Context: an optimization exercise on an open-source flow, tuned for small area and a short achievable clock period. The choices shown serve that exercise and are no tape-out recipe.
In this exercise RTL edits were held to simulation tests only and were not proved equivalent to the original.

Design neuron, start of the top module:
module neuron(
    input clk , rst , start , EOI , EOF ,
    input signed [6:0] x1 , x2 ,
    input signed [1:0] tin ,
    output learned , updating ,
    output signed [1:0] tout
);
export LEC_CHECK = 0
export CAP_MARGIN = 20
export CORE_MARGIN = 2
export CORE_UTILIZATION = 40
export SETUP_SLACK_MARGIN = 5
export SLEW_MARGIN = 20
export SYNTH_HIERARCHICAL = 1
export TNS_END_PERCENT = 5
create_clock -name core_clock -period 9.5 [get_ports {clk}]
run.sh (not shown) runs the stock make flow with config.mk's settings and CLKGATE_MAP_FILE= SYNTH_SCRIPT=/design/flow/synth_recipe.tcl, a recipe that flattens the netlist after the stock synthesis.
The baseline completed without violations.
Then changed:
Settings changed: SETUP_SLACK_MARGIN 5 to 4.5.
Outcome: Non-clock buffer count shrinks by 22. Worst hold slack degrades by 0.0091 ns. Die area does not change. Critical path depth grows by 6. Setup slack degrades by 0.14 ns.
Then changed:
==> flow/flow/run.sh (new file) <==
#!/bin/bash
# The standard layout (the standard.sh: standard synthesis, ORFS floorplan to finish),
# with one change: the buffers ORFS puts on the input and output ports are buf_4 cells
# instead of the delay-buffer cell that buffer_ports picks by default.
set -euo pipefail
export BUFFER_PORTS_ARGS="-buffer_cell sky130_fd_sc_hd__buf_4"
bash standard.sh finish > standard_flow.log 2>&1
==> flow/standard.sh (new file) <==
#!/bin/bash
# synth_recipe.tcl (not shown) runs the flow's synth.tcl, then flattens the netlist and writes it again
# the make line also repeats each setting of config.mk as NAME=value (left out here)
make -C /OpenROAD-flow-scripts/flow DESIGN_CONFIG=/design/flow/config.mk WORK_HOME=/design/flow/orfs CLKGATE_MAP_FILE= SYNTH_SCRIPT=/design/flow/synth_recipe.tcl "${@:-finish}"
removed: flow/run.sh
After rerunning:
- first-iteration DRC count went down by a quarter to a third
- count of clock-buffer cells in the layout went up by 2
- wire length went down by a few percent
- final area went down by a few percent
- via count went down by a few percent
- sequential cell count does not change
- die area is unchanged
- setup slack is worse by 0.092 ns
Then changed:
==> flow/run.sh (new file) <==
#!/bin/bash
# synth_recipe.tcl (not shown) runs the flow's synth.tcl, then flattens the netlist and writes it again
# the make line also repeats each setting of config.mk as NAME=value (left out here)
make -C /OpenROAD-flow-scripts/flow DESIGN_CONFIG=/design/flow/config.mk WORK_HOME=/design/flow/orfs CLKGATE_MAP_FILE= SYNTH_SCRIPT=/design/flow/synth_recipe.tcl finish
Settings changed: SETUP_SLACK_MARGIN 4.5 to 4.0.
removed: flow/flow/run.sh
removed: flow/standard.sh
What happened:
- cell area goes down by a few percent
- hold slack degrades by 0.0031 ns
- cell count goes down by a few percent
- clock-buffer cell count stays the same
- routed wire length goes down by a few percent
- global-route usage goes down by 1.0 points
- setup slack degrades by 0.36 ns
- via count goes down by a few percent
Then changed:
Settings changed: SETUP_SLACK_MARGIN 4.0 to 5, TNS_END_PERCENT 5 to not set.
The new run went through all stages and came out clean.
Hold slack improved by 0.0088 ns.
Routed wire length is higher by 21%.
Via count is higher by 15%.
Final area is higher by 21%.
Setup slack improved by 0.68 ns.
Final cell count is higher by 10%.
Clock skew stays flat.
Register-to-register slack improved by 0.60 ns.
Clock-buffer cell count is lower by 1.
Then changed:
Settings changed: CORE_UTILIZATION 40 to 60, SETUP_SLACK_MARGIN 5 to 4.5, TNS_END_PERCENT set to 5.
=> Core utilization is higher by 20 points; critical path depth is higher by 1; count of clock-buffer cells in the layout is lower by 3; synthesized cell count stays the same; first-iteration DRC count is higher by well over a third; design area is lower by roughly a tenth; worst setup slack degrades by 0.25 ns; area after synthesis does not change; routed wire length is lower slightly; fmax is lower by a few percent.

## run 1
neuron, a different RTL version from the one above (not shown whole).
For scale: about 74 flip-flops, roughly 25 I/O pins, about 7900 um^2 of cells after synthesis.
clock: 9.5 ns
lec_check: 0
cap_margin: 20
core_margin: 2
core_utilization: 40
setup_slack_margin: 5
slew_margin: 20
synth_hierarchical: 1
tns_end_percent: 20
standard.sh (not shown) runs the stock make flow with config.mk's settings and CLKGATE_MAP_FILE= SYNTH_SCRIPT=/design/flow/synth_recipe.tcl, a recipe that flattens the netlist after the stock synthesis.
==> flow/flow/run.sh <==
#!/bin/bash
# The standard layout (the standard.sh: standard synthesis, ORFS floorplan to finish),
# with one change: the buffers ORFS puts on the input and output ports are buf_4 cells
# instead of the delay-buffer cell that buffer_ports picks by default.
set -euo pipefail
export BUFFER_PORTS_ARGS="-buffer_cell sky130_fd_sc_hd__buf_4"
bash standard.sh finish > standard_flow.log 2>&1
Run 1: full flow OK, the timing, DRC and antenna checks passed
What run 2 does differently from run 1 at the input level:
- TNS_END_PERCENT: 20 -> 5
- CORE_UTILIZATION: 40 -> 50
## What came out
- Compared to run 1, run 2 has post-layout minimum cycle time 0.0052 ns lower.
- Diff run 1 -> run 2: routed wire length moved up, worst slew slack as a fraction of its limit went down 7.6 points.
- Run 2 ended with less post-cts gate resize count than run 1.
- Wire length of the first global-routing pass went up by a few percent going from run 1 to run 2.
The inputs of run 3 differ from those of run 2 as listed below.
- SETUP_SLACK_MARGIN now 4.5, was 5
- CORE_UTILIZATION now 40, was 50
--- outcome ---
- Compared with run 2, in run 3 total global-route track usage down 5.5 points, critical path data arrival time up 0.29 ns, worst setup skew after layout flat.
- Run 3 against run 2: core utilization went down 12 points, number of buffers added by the clock tree synthesis step held.
- Diff run 3 and run 2: final net count higher in run 2
- On placeable core region, run 3 does worse than run 2.
- Run 3: die outline area 4100 um^2 above run 2
- Diff run 2 -> run 3: starting density of the core dropped 11 points; routed via count dropped 4.9%.

## static timing again, ports no longer ideal
The results above use ideal ports. As a check the final layouts listed here were re-extracted and re-timed, cells and wires unchanged.
Step 1 (the two cells are an assumption about what drives the block):
set clk [get_ports {clk}]
set_driving_cell -lib_cell sky130_fd_sc_hd__clkbuf_16 $clk
set_driving_cell -lib_cell sky130_fd_sc_hd__buf_2 [delete_from_list [all_inputs] $clk]
Step 2 moves the port delays by t, midway between the first and last clock arrival at a register: inputs arrive t later, outputs are due t later. That takes back most of the time a late clock gives input paths.
a / b / c = no drivers / after step 1 / after step 2; a / b = the first two.
| run | t (ns) | setup WS [ns] | clock arrival spread, ns |
|---|---|---|---|
| the first run of note 1 | 0.389 | 4.720 / 4.677 / 4.351 | 0.013 / 0.013 |
| the second run of note 1 | 0.392 | 4.585 / 4.606 / 4.215 | 0.017 / 0.017 |
| the third run of note 1 | 0.385 | 4.493 / 4.512 / 4.127 | 0.010 / 0.010 |
| the fourth run of note 1 | 0.387 | 4.134 / 4.156 / 3.769 | 0.008 / 0.008 |
| the fifth run of note 1 | 0.394 | 4.815 / 4.801 / 4.436 | 0.010 / 0.010 |
| the sixth run of note 1 | 0.394 | 4.563 / 4.538 / 4.195 | 0.006 / 0.007 |
| run 1 | 0.379 | 5.046 / 5.046 / 4.667 | 0.012 / 0.011 |
| run 2 | 0.387 | 5.051 / 5.060 / 4.674 | 0.011 / 0.011 |
| run 3 | 0.389 | 4.752 / 4.766 / 4.377 | 0.013 / 0.012 |
After both steps setup and hold are still met in every run listed.
